Context: an optimization exercise on an open-source flow, tuned for small area. The choices shown serve that exercise and are no tape-out recipe. The RTL was checked by simulation tests, not by an equivalence proof against the original design. Power figures rest on the tool's default switching activity, not on a simulated workload.

### flow/design.v
`timescale 1ns/1ps
module RxD (
    input  wire       clk,
    input  wire       rx,        
    input  wire       rst,       
    output reg [7:0]  data,
    output reg        data_valid
);
    parameter CLK_FREQ = 100_000_000;            
    parameter BAUD     = 115200;
    localparam integer BAUD_TICKS = 868;         
    localparam integer HALF_BAUD  = 434;         
    reg [15:0] counter;                          
    reg [3:0]  bit_index;                        
    reg [9:0]  shift_reg;       
    reg [9:0]  next_shift;                      
    reg        receiving;                
    reg rx_ff1, rx_ff2; 
    wire rx_sync;
    always @(posedge clk) begin
        if (rst) begin
            rx_ff1 <= 1'b1;
            rx_ff2 <= 1'b1;
        end else begin
            rx_ff1 <= rx;
            rx_ff2 <= rx_ff1;
        end
    end
    assign rx_sync = rx_ff2;
    always @(posedge clk) begin
        if (rst) begin                           
            receiving  <= 1'b0;
            counter    <= 0;
            bit_index  <= 0;
            shift_reg  <= 10'b1111111111;
            data       <= 8'h00;
            data_valid <= 1'b0;
        end else begin
            data_valid <= 1'b0;                  
            if (!receiving) begin                
                if (rx_sync == 1'b0) begin
                    receiving <= 1'b1;           
                    counter   <= HALF_BAUD;      
                    bit_index <= 0;              
                end
            end else begin                       
                if (counter == BAUD_TICKS - 1) begin     
                    counter <= 0;                
                    next_shift = {rx_sync, shift_reg[9:1]};
                    shift_reg <= next_shift;
                    if (bit_index == 9) begin    
                        receiving  <= 1'b0;
                        data       <= next_shift[8:1];       
                        data_valid <= 1'b1;                  
                    end
                    bit_index <= bit_index + 1;      
                end else begin
                    counter <= counter + 1;          
                end
            end
        end
    end
endmodule
module TxD (
    input wire clk,
    input wire [7:0] data,
    input wire send,
    input wire rst,
    output reg tx,
    output reg busy
);
    parameter CLK_FREQ = 100000000;  
    parameter BAUD     = 115200;
    localparam integer BAUD_TICKS = 868;
    reg [15:0] counter;
    reg [3:0]  bit_index;
    reg [9:0]  shift_reg;
    always @(posedge clk) begin
        if (rst) begin
            busy      <= 1'b0;                 
            tx        <= 1'b1;                 
            counter   <= 0;
            bit_index <= 0;
            shift_reg <= 10'b1111111111;
        end 
        else begin
            if (!busy) begin
                tx <= 1'b1;  
                if (send) begin
                    shift_reg <= {1'b1, data, 1'b0}; 
                    busy      <= 1'b1;
                    counter   <= 0;
                    bit_index <= 0;
                end
            end 
            else begin 
                if (counter == BAUD_TICKS - 1) begin
                    counter   <= 0;
                    tx        <= shift_reg[0];  
                    shift_reg <= {1'b1, shift_reg[9:1]};  
                    bit_index <= bit_index + 1;
                    if (bit_index == 9) begin
                        busy <= 1'b0; 
                    end
                end 
                else begin
                    counter <= counter + 1;
                end
            end
        end
    end
endmodule
module data_parser (
    input  wire        clk,
    input  wire        rst,
    input  wire [7:0]  data_in,              
    input  wire        data_valid,           
    output reg  [7:0]  CT_out,               
    output reg [15:0]  FSA_out,
    output reg [15:0]  LSA_out,
    output reg         start_frame,          
    output reg         frame_done,
    output reg         sample_valid,         
    output reg [15:0]  sample_value,         
    output reg [15:0]  sample_idx           
);
    localparam S_HDR1      = 4'd0;          
    localparam S_HDR2      = 4'd1;
    localparam S_CT        = 4'd2;
    localparam S_FSA_LO    = 4'd3;
    localparam S_FSA_HI    = 4'd4;
    localparam S_LSA_LO    = 4'd5;
    localparam S_LSA_HI    = 4'd6;
    localparam S_SAMPLE_LO = 4'd7;
    localparam S_SAMPLE_HI = 4'd8;
    reg [3:0] state;                         
    reg [7:0] sample_lo;                     
    reg [15:0] next_sample_idx;              
    reg [15:0] sample_value_buf;
    reg [15:0] sample_idx_buf;
    reg        sample_ready;          
    reg        frame_done_pending;    
    always @(posedge clk) begin
        if (rst) begin                       
            state            <= S_HDR1;
            CT_out           <= 8'd0;
            FSA_out          <= 16'd0;
            LSA_out          <= 16'd0;
            start_frame      <= 1'b0;
            sample_valid     <= 1'b0;
            sample_value     <= 16'd0;
            sample_idx       <= 16'd0;
            frame_done       <= 1'b0;
            sample_lo        <= 8'd0;
            next_sample_idx  <= 16'd0;
            sample_value_buf <= 16'd0;
            sample_idx_buf   <= 16'd0;
            sample_ready     <= 1'b0;
            frame_done_pending<=1'b0;
        end else begin                       
            start_frame  <= 1'b0;
            sample_valid <= 1'b0;
            frame_done   <= 1'b0;
            if (sample_ready) begin
                sample_valid <= 1'b1;
                sample_value <= sample_value_buf;
                sample_idx   <= sample_idx_buf;
                if (frame_done_pending) begin
                    frame_done <= 1'b1;
                end
                sample_ready      <= 1'b0;
                frame_done_pending<= 1'b0;
            end
            case (state)
                S_HDR1: if (data_valid && data_in == 8'h55) state <= S_HDR2;      
                S_HDR2: if (data_valid) begin                       
                    if (data_in == 8'hAA) state <= S_CT;
                    else if (data_in == 8'h55) state <= S_HDR2;      
                    else state <= S_HDR1;                            
                end
                S_CT: if (data_valid) begin              
                    CT_out <= data_in;
                    start_frame <= 1'b1;
                    state <= S_FSA_LO;
                end
                S_FSA_LO: if (data_valid) begin          
                    FSA_out[7:0] <= data_in;
                    state <= S_FSA_HI;
                end
                S_FSA_HI: if (data_valid) begin          
                    FSA_out[15:8] <= data_in;
                    state <= S_LSA_LO;
                end
                S_LSA_LO: if (data_valid) begin          
                    LSA_out[7:0] <= data_in;
                    state <= S_LSA_HI;
                end
                S_LSA_HI: if (data_valid) begin          
                    LSA_out[15:8] <= data_in;
                    next_sample_idx <= 16'd0;            
                    state <= S_SAMPLE_LO;
                end
                S_SAMPLE_LO: if (data_valid) begin       
                    sample_lo <= data_in;
                    state <= S_SAMPLE_HI;
                end
                S_SAMPLE_HI: if (data_valid) begin
                    sample_value_buf <= {data_in, sample_lo};        
                    sample_idx_buf   <= next_sample_idx;
                    sample_ready     <= 1'b1;
                    if (next_sample_idx + 1 == CT_out) begin         
                        frame_done_pending <= 1'b1;
                        next_sample_idx <= 16'd0;
                        state <= S_HDR1;
                    end else begin
                        next_sample_idx <= next_sample_idx + 1;      
                        state <= S_SAMPLE_LO;
                    end
                end
                default: state <= S_HDR1;                            
            endcase
        end
    end
endmodule
module sample_processor (
    input  wire        clk,
    input  wire        rst,
    input  wire        start_frame,
    input  wire        sample_valid,
    input  wire [15:0] sample_value,
    input  wire [15:0] sample_idx_in,
    output reg  [15:0] max_idx,
    output reg  [15:0] min_idx,
    output reg  [15:0] max_dist,
    output reg  [15:0] min_dist,
    output reg  [15:0] obs_alert
);
    wire [10:0] THRESH = 11'b10000000000;
    wire is_close = sample_value < THRESH;
    wire [15:0] mask = (sample_idx_in < 16) ? (16'h1 << sample_idx_in) : 16'h0;
    always @(posedge clk) begin
        if (rst) begin                       
            max_idx  <= 16'd0;
            min_idx  <= 16'd0;
            max_dist <= 16'd0;
            min_dist <= 16'hFFFF;
            obs_alert<= 16'd0;
        end else if (start_frame) begin
            max_idx  <= 16'd0;                       
            min_idx  <= 16'd0;
            max_dist <= 16'd0;
            min_dist <= 16'hFFFF;
            obs_alert<= 16'd0;
        end else if (sample_valid) begin
            if (sample_value > max_dist) begin       
                max_dist <= sample_value;
                max_idx  <= sample_idx_in;
            end
            if (sample_value < min_dist) begin
                min_dist <= sample_value;
                min_idx  <= sample_idx_in;
            end
            obs_alert <= obs_alert | (mask & {16{is_close}});
        end
    end
endmodule
module angle_calc_simple (
    input  wire        clk,
    input  wire        rst,         
    input  wire        start,       
    input  wire [15:0] FSA,
    input  wire [15:0] LSA,
    input  wire [7:0]  CT,         
    input  wire [15:0] max_idx, 
    input  wire [15:0] min_idx,
    output reg  [15:0] max_angle,
    output reg  [15:0] min_angle,
    output reg         done         
);
    function [4:0] ct_log2;
        input [7:0] in_ct;
        begin
            case (in_ct)
                8'd1:   ct_log2 = 5'd0;
                8'd2:   ct_log2 = 5'd1;
                8'd4:   ct_log2 = 5'd2;
                8'd8:   ct_log2 = 5'd3;
                8'd16:  ct_log2 = 5'd4;
                8'd32:  ct_log2 = 5'd5;
                8'd64:  ct_log2 = 5'd6;
                8'd128: ct_log2 = 5'd7;
                default: ct_log2 = 5'd0;
            endcase
        end
    endfunction
    reg [15:0] FSA_r, LSA_r;
    reg [7:0]  CT_r;
    reg [15:0] max_idx_r, min_idx_r;
    reg [31:0] span_r;    
    reg [4:0]  k_r;       
    reg        do_calc;   
    wire [31:0] delta_w;
    assign delta_w = (k_r == 5'd0) ? span_r : (span_r >> k_r);
    wire [47:0] prod_max_w = delta_w * max_idx_r;
    wire [47:0] prod_min_w = delta_w * min_idx_r;
    wire [47:0] sum_max_w = prod_max_w + {32'd0, FSA_r};
    wire [47:0] sum_min_w = prod_min_w + {32'd0, FSA_r};
    wire [47:0] sum_max_adj_w = (sum_max_w >= 48'd36000) ? (sum_max_w - 48'd36000) : sum_max_w;
    wire [47:0] sum_min_adj_w = (sum_min_w >= 48'd36000) ? (sum_min_w - 48'd36000) : sum_min_w;
    always @(posedge clk) begin
        if (rst) begin                                   
            FSA_r     <= 16'd0;
            LSA_r     <= 16'd0;
            CT_r      <= 8'd0;
            max_idx_r <= 16'd0;
            min_idx_r <= 16'd0;
            span_r    <= 32'd0;
            k_r       <= 5'd0;
            do_calc   <= 1'b0;
            max_angle <= 16'd0;
            min_angle <= 16'd0;
            done      <= 1'b0;
        end else begin
            done <= 1'b0;
            if (start) begin                             
                FSA_r     <= FSA;
                LSA_r     <= LSA;
                CT_r      <= CT;
                max_idx_r <= max_idx;
                min_idx_r <= min_idx;
                if (LSA >= FSA) span_r <= LSA - FSA;     
                else             span_r <= (LSA + 16'd36000) - FSA;
                k_r <= ct_log2(CT);
                do_calc <= 1'b1;
            end else if (do_calc) begin                  
                max_angle <= sum_max_adj_w[15:0];
                min_angle <= sum_min_adj_w[15:0];
                done <= 1'b1;
                do_calc <= 1'b0;
            end
        end
    end
endmodule
`timescale 1ns/1ps
module distance_process (
    input  wire        clk,
    input  wire        rst,
    input  wire [7:0]  data_in,
    input  wire        data_valid,
    output wire [15:0] max_idx,
    output wire [15:0] min_idx,
    output wire [15:0] max_dist,
    output wire [15:0] min_dist,
    output wire [15:0] obs_alert,
    output wire [15:0] max_angle,
    output wire [15:0] min_angle,
    output wire        angle_done
);
    wire [7:0]  CT_w;
    wire [15:0] FSA_w, LSA_w;
    wire        start_frame_w;
    wire        sample_valid_w;
    wire [15:0] sample_value_w;
    wire [15:0] sample_idx_w;
    wire        frame_done_w;
    data_parser u_parser (
        .clk(clk),
        .rst(rst),
        .data_in(data_in),
        .data_valid(data_valid),
        .CT_out(CT_w),
        .FSA_out(FSA_w),
        .LSA_out(LSA_w),
        .start_frame(start_frame_w),
        .sample_valid(sample_valid_w),
        .sample_value(sample_value_w),
        .sample_idx(sample_idx_w),
        .frame_done(frame_done_w)
    );
    sample_processor u_sp (
        .clk(clk),
        .rst(rst),
        .start_frame(start_frame_w),
        .sample_valid(sample_valid_w),
        .sample_value(sample_value_w),
        .sample_idx_in(sample_idx_w),
        .max_idx(max_idx),
        .min_idx(min_idx),
        .max_dist(max_dist),
        .min_dist(min_dist),
        .obs_alert(obs_alert)
    );
    reg frame_done_d;
    reg angle_start_pulse;
    always @(posedge clk) begin
        if (rst) begin
            frame_done_d <= 1'b0;                
            angle_start_pulse <= 1'b0;
        end else begin
            frame_done_d <= frame_done_w;        
            angle_start_pulse <= frame_done_d;
        end
    end
    angle_calc_simple u_angle (
        .clk(clk),
        .rst(rst),
        .start(angle_start_pulse),
        .FSA(FSA_w),
        .LSA(LSA_w),
        .CT(CT_w),
        .max_idx(max_idx),
        .min_idx(min_idx),
        .max_angle(max_angle),
        .min_angle(min_angle),
        .done(angle_done)
    );
endmodule
`timescale 1ns/1ps
module lidar_system_top (
    input  wire clk,
    input  wire rst,
    input  wire rx,      
    output wire tx,      
    output wire [15:0] dbg_max_idx,
    output wire [15:0] dbg_min_idx,
    output wire [15:0] dbg_max_dist,
    output wire [15:0] dbg_min_dist,
    output wire [15:0] dbg_obs_alert,
    output wire [15:0] dbg_max_angle,
    output wire [15:0] dbg_min_angle,
    output wire        dbg_angle_done
);
    wire [7:0] rx_data;
    wire       rx_valid;
    RxD u_rxd (
        .clk(clk),
        .rx(rx),
        .rst(rst),
        .data(rx_data),
        .data_valid(rx_valid)
    );
    wire [15:0] max_idx, min_idx, max_dist, min_dist, obs_alert;
    wire [15:0] max_angle, min_angle;
    wire        angle_done;
    distance_process u_dp (
        .clk(clk),
        .rst(rst),
        .data_in(rx_data),
        .data_valid(rx_valid),
        .max_idx(max_idx),
        .min_idx(min_idx),
        .max_dist(max_dist),
        .min_dist(min_dist),
        .obs_alert(obs_alert),
        .max_angle(max_angle),
        .min_angle(min_angle),
        .angle_done(angle_done)
    );
    reg [7:0] tx_data;               
    reg       tx_send;               
    wire      tx_busy;               
    reg [31:0] tx_packet;            
    TxD u_txd (
        .clk(clk),
        .rst(rst),
        .data(tx_data),
        .send(tx_send),
        .tx(tx),
        .busy(tx_busy)
    );
    localparam TX_IDLE  = 3'd0;  
    localparam TX_PREP  = 3'd1;  
    localparam TX_SEND  = 3'd2;  
    localparam TX_WAIT  = 3'd3;  
    reg [2:0] tx_state;     
    reg [1:0] byte_ptr;     
    reg [15:0] send_word;   
    reg angle_done_d;
    always @(posedge clk) begin
        if (rst) angle_done_d <= 1'b0;
        else     angle_done_d <= angle_done;
    end
    always @(posedge clk) begin
        if (rst) begin                           
            tx_state   <= TX_IDLE;
            tx_send    <= 1'b0;
            tx_data    <= 8'd0;
            tx_packet  <= 32'd0;
            byte_ptr   <= 2'd0;
        end else begin
            tx_send <= 1'b0;
            case (tx_state)
                TX_IDLE: begin
                    if (angle_done_d) begin
                        tx_packet <= { min_angle[15:8], min_angle[7:0], max_angle[15:8], max_angle[7:0] };
                        byte_ptr <= 2'd0;            
                        tx_state <= TX_PREP;         
                    end
                end
                TX_PREP: begin
                    case (byte_ptr)                 
                        2'd0: tx_data <= tx_packet[7:0];     
                        2'd1: tx_data <= tx_packet[15:8];    
                        2'd2: tx_data <= tx_packet[23:16];   
                        2'd3: tx_data <= tx_packet[31:24];   
                        default: tx_data <= 8'h00;
                    endcase
                    tx_state <= TX_SEND;
                end
                TX_SEND: begin
                    if (!tx_busy) begin          
                        tx_send <= 1'b1;
                        tx_state <= TX_WAIT;
                    end
                end
                TX_WAIT: begin                       
                    if (!tx_busy) begin
                        if (byte_ptr == 2'd3) begin  
                            byte_ptr <= 2'd0;
                            tx_state <= TX_IDLE;
                       end else begin                
                            byte_ptr <= byte_ptr + 1'b1;
                            tx_state <= TX_PREP;
                        end
                    end
                end
                default: tx_state <= TX_IDLE;        
            endcase
        end
    end
    assign dbg_max_idx   = max_idx;
    assign dbg_min_idx   = min_idx;
    assign dbg_max_dist  = max_dist;
    assign dbg_min_dist  = min_dist;
    assign dbg_obs_alert = obs_alert;
    assign dbg_max_angle = max_angle;
    assign dbg_min_angle = min_angle;
    assign dbg_angle_done = angle_done;
endmodule
### flow/run.sh
#!/bin/bash
# synth_recipe.tcl (not shown) runs the flow's synth.tcl, then flattens the netlist and writes it again
# the make line also repeats each setting of config.mk as NAME=value (left out here)
make -C /OpenROAD-flow-scripts/flow DESIGN_CONFIG=/design/flow/config.mk WORK_HOME=/design/flow/orfs CLKGATE_MAP_FILE= SYNTH_SCRIPT=/design/flow/synth_recipe.tcl finish
### flow/config.mk
export PLATFORM = sky130hd
export DESIGN_NAME = lidar_system_top
export DESIGN_NICKNAME = lidar_system_top
export VERILOG_FILES = /design/flow/design.v
export SDC_FILE = /design/flow/constraint.sdc
export NUM_CORES = 4
export LEC_CHECK = 0
export CAP_MARGIN = 20
export CORE_MARGIN = 2
export CORE_UTILIZATION = 40
export PLACE_DENSITY = 0.6
export SLEW_MARGIN = 20
### flow/constraint.sdc
create_clock -name core_clock -period 10.0 [get_ports {clk}]
set_input_delay 2.0000 -clock core_clock [delete_from_list [all_inputs] [get_ports {clk}]]
set_output_delay 2.0000 -clock core_clock [all_outputs]
set_load 0.01 [all_outputs]
==> notes.md <==
power groups by stage:
stage | Combinational [W] | Sequential [W] | Clock [W]
6_report | 0.0000844 | 0.00176 | 0.00188
5_1_grt | 0.0000933 | 0.00176 | 0.00199
4_1_cts | 0.0000842 | 0.00176 | 0.00193
3_5_place_dp | 0.0000840 | 0.00180 | 0
3_3_place_gp | 0.0000832 | 0.00180 | 0
2_1_floorplan | 0.0000643 | 0.00180 | 0
cell families (layout without fill, tap and decap cells):
| group | count (synthesis) | after routing | synth area share [%] |
|---|---|---|---|
| and+or+nand+nor | 2053 | 2053 | 17.8 |
| xor gates and xnor gates | 115 | 115 | 1.91 |
| buffers and inverters | 1403 | 1379 | 10.1 |
| muxes | 242 | 242 | 4.62 |
| adders and majority gates | 1176 | 1176 | 39.4 |
| AOI/OAI and AO/OA | 803 | 803 | 9.52 |
| DFF | 439 | 439 | 16.6 |
worst register-to-register path: cells and delay by family, from the launching register on:
kind | cells | cell delay (ns)
DFF | 1 | 0.59
buffers and inverters | 7 | 0.97
AOI/OAI and AO/OA | 7 | 1.59
adders and majority gates | 7 | 3.45
xor gates and xnor gates | 1 | 0.30
and+or+nand+nor | 7 | 1.66
muxes | 2 | 0.74
cell usage in the layout (no fill, tap or decap), types with 11 or more instances in the layout:
cell             instances
and3_1                  42
dfxtp_1                435
nand2_1                849
nand3_1                 88
clkbuf_8                15
or3_1                   24
o211ai_1                25
a211oi_1                34
inv_1                 1073
a31oi_1                 34
and2_1                 294
a21o_1                  46
o31ai_1                 11
nor2b_1                 28
fa_1                   814
buf_4                  102
nor3_1                  44
clkdlybuf4s50_1        115
xnor2_1                 66
mux2i_1                229
xor2_1                  49
ha_1                   362
a311oi_1                11
nor3b_1                 13
nor4_1                  26
nand3b_1                11
o21a_1                  21
a22o_1                  11
a21oi_1                298
nand2b_1                32
clkbuf_16               48
nand4_1                 40
nor2_1                 510
o21ai_0                156
o21ai_1                 22
final cells by class:
cell class / count / area [um2] / share of cell area [%]
multi-input combinational: 4389 / 38900 / 67.6
sequential: 439 / 8800 / 15.3
inverter: 1075 / 4040 / 7.02
tap: 1755 / 2200 / 3.82
timing repair buffer: 219 / 1950 / 3.39
clock buffer: 67 / 1420 / 2.47
clock inverter: 18 / 256 / 0.446
through the flow:
stage | util, % | cell area [um2] | worst slack (ns) | hold slack [ns]
2_1_floorplan | - | 52800 | 1.57 | 0.389
3_3_place_gp | 42.5 | 55800 | 0.587 | 0.407
3_5_place_dp | 42.5 | 55800 | 0.429 | 0.413
4_1_cts | 43.8 | 57500 | 0.453 | 0.428
5_1_grt | 43.8 | 57500 | 0.0599 | 0.439
6_report | 43.8 | 57500 | 0.603 | 0.426
routing by layer:
metal  routed length, um  vias up  part of all wire [%]
met4                5370        0                   3.4
met5                   0        -                     0
met2               73600     1099                    46
met1               70900    21092                    45
met3                8610      213                   5.4
li1                    -    19469                     -
worst paths after layout:
check                                                 to
setup / recovery  u_dp.u_angle.min_angle[8]$_SDFFE_PP0P_
hold / removal         u_dp.angle_start_pulse$_SDFF_PP0_
setup reg to reg  u_dp.u_angle.min_angle[8]$_SDFFE_PP0P_
hold reg to reg        u_dp.angle_start_pulse$_SDFF_PP0_
timing repair:
| item | CTS | global route |
|---|---|---|
| gates resized for setup | 0 | 1 |
| setup buffers | 0 | 0 |
| setup endpoints to repair | 0 | 14 |
==> notes.md <==
run status no timing/DRC/antenna violations; Setup crit end kind register; delay-heaviest family, CP adder cells; synth unique cells 98; Worst Path Required 10.52 ns; post-synth top area cell fa_1; Hold Startpoint u_dp.frame_done_d$_SDFF_PP0_; # H-tree levels 2; Largest regs tx_packet x32, u_dp.u_angle.span_r x18; Max IR drop VDD 0.136 mV; Crit Path Max Fanout 21; post-route DRC violation count 0; post-layout minimum cycle time 9.40 ns; Switching Fraction 23.2%; DP Wirelength 126000 um; R2R cell count 31; top post-synthesis cells by area fa_1 31%, dfxtp_1 17%, ha_1 8.6%; PwrDens 64.7 mW/mm2; GR peak layer met2; CP Depth 31; CTS tree done; GRT Overall Usage 23.8%; ys flop type dfxtp_1; met2 GRT Util 39.0%; clock power share 50.4%; f_max 106 MHz; first-pass GRT wire length 254000 um; Slew HR 24.7%; Hold Path Depth 1; DIE AREA 0.135 mm2; vias post-DR 41873; Skew-Pair Late Insertion Delay 0.64 ns; setup slack, reg-to-reg 0.60 ns; worst path buffer plus inverter count 7; largest net degree at the start of global routing 64; Syn. warnings 7; 1st-pass router iterations 7; Crit path top cell by count fa_1; Die Width 367 um; final hold violations 0; crit path from u_dp.u_angle.k_r[1]$_SDFFE_PP0P_; Worst-Margin Slew 1.13 ns; LEAKAGE 27.5 nW; Biggest register tx_packet; Filler cells 13059; clock root buffer clkbuf_16; Synth Area per Inst 8.48 um2; Int Power 0.00286 W; register clock-pin slew on the reported worst setup and hold paths 0.06 ns; Setup Skew 0.0322 ns; Worst path slowest cell mux2i_2; fin cells 7962; RePlAce Congestion 0.912; FF-to-FF Start u_dp.u_angle.k_r[1]$_SDFFE_PP0P_; Data arrival, critical path 9.92 ns; Core ar. 0.131 mm2; clk sinks 439; # IOs 117; NetSw 0.000865 W; Synth async-reset ratio 0%; Max-Cap Viols 0; Layout area overhead 8.87%; initial antenna violation count 2; layout cell share with drive strength beyond 1 4.35%; TritonCTS Buffers 47; Routed Antenna Nets 0; startpoint types register; most frequent cell after synthesis inv_1; vias per cell 5.26; wire per inst 19.9 um; setup TNS 0 ns; Post-layout nets 7350; Comb pwr share 2.3%; most instantiated cells after synthesis 1073 x inv_1, 850 x nand2_1, 814 x fa_1, 513 x nor2_1, 439 x dfxtp_1; Synth top area share 30.8%; placed insts 7877; RSZ-0062 raised after global routing false; hold_buf cts 0; Flop pwr share 47.3%; crit path kind reg -> reg; row count 133; Finish-stage setup viols 0; Syn Std Cell Area 0.0528 mm2; Clock Path Buffers 3; Port-buffer cells 116; Seq/Total Area, Yosys 16.6%; vias in the first global route 43715; initial drt markers 2945; final WL 158000 um; diode count 0; Syn Nets 7410; Post-synth EDFFs 0; count of state elements after synthesis 439; max FFs per register 32; final slew viol count 0; total grt overflow 0; met1 GRT Util 32.6%; Initial Util 40.2%; final worst-path cycle share 94.0%; die span in y 367 um; Overall Power 0.00372 W; Hold Crit Class reg -> reg; crit-path max cell delay 0.62 ns; M3 GR Usage 3.05%; Post-Synthesis Cells 6231

==> afterwards: timing with drivers on the ports <==
The results above use ideal ports. As a check the final layout listed here was re-extracted and re-timed, cells and wires unchanged. Step 1, drivers: a clkbuf_16 drives clk and a buf_2 each remaining input, both assumed. Step 2, shift: input delay + t, output delay - t, t = (earliest + latest rising clock arrival at the registers) / 2. This alone moves slack from input paths to output paths. a / b / c = ideal ports / drivers / drivers and shift; a / b = the first two.
t, ns: 0.700
slack for setup (ns): 0.603 / 0.603 / 0.603
worst setup path at the end: register to register
worst data-port slew with drivers (ns): 0.05
After both steps setup and hold are still met in this run. For this run, drivers alone change the setup slack by 0.000 ns; drivers and shift together by 0.000 ns.
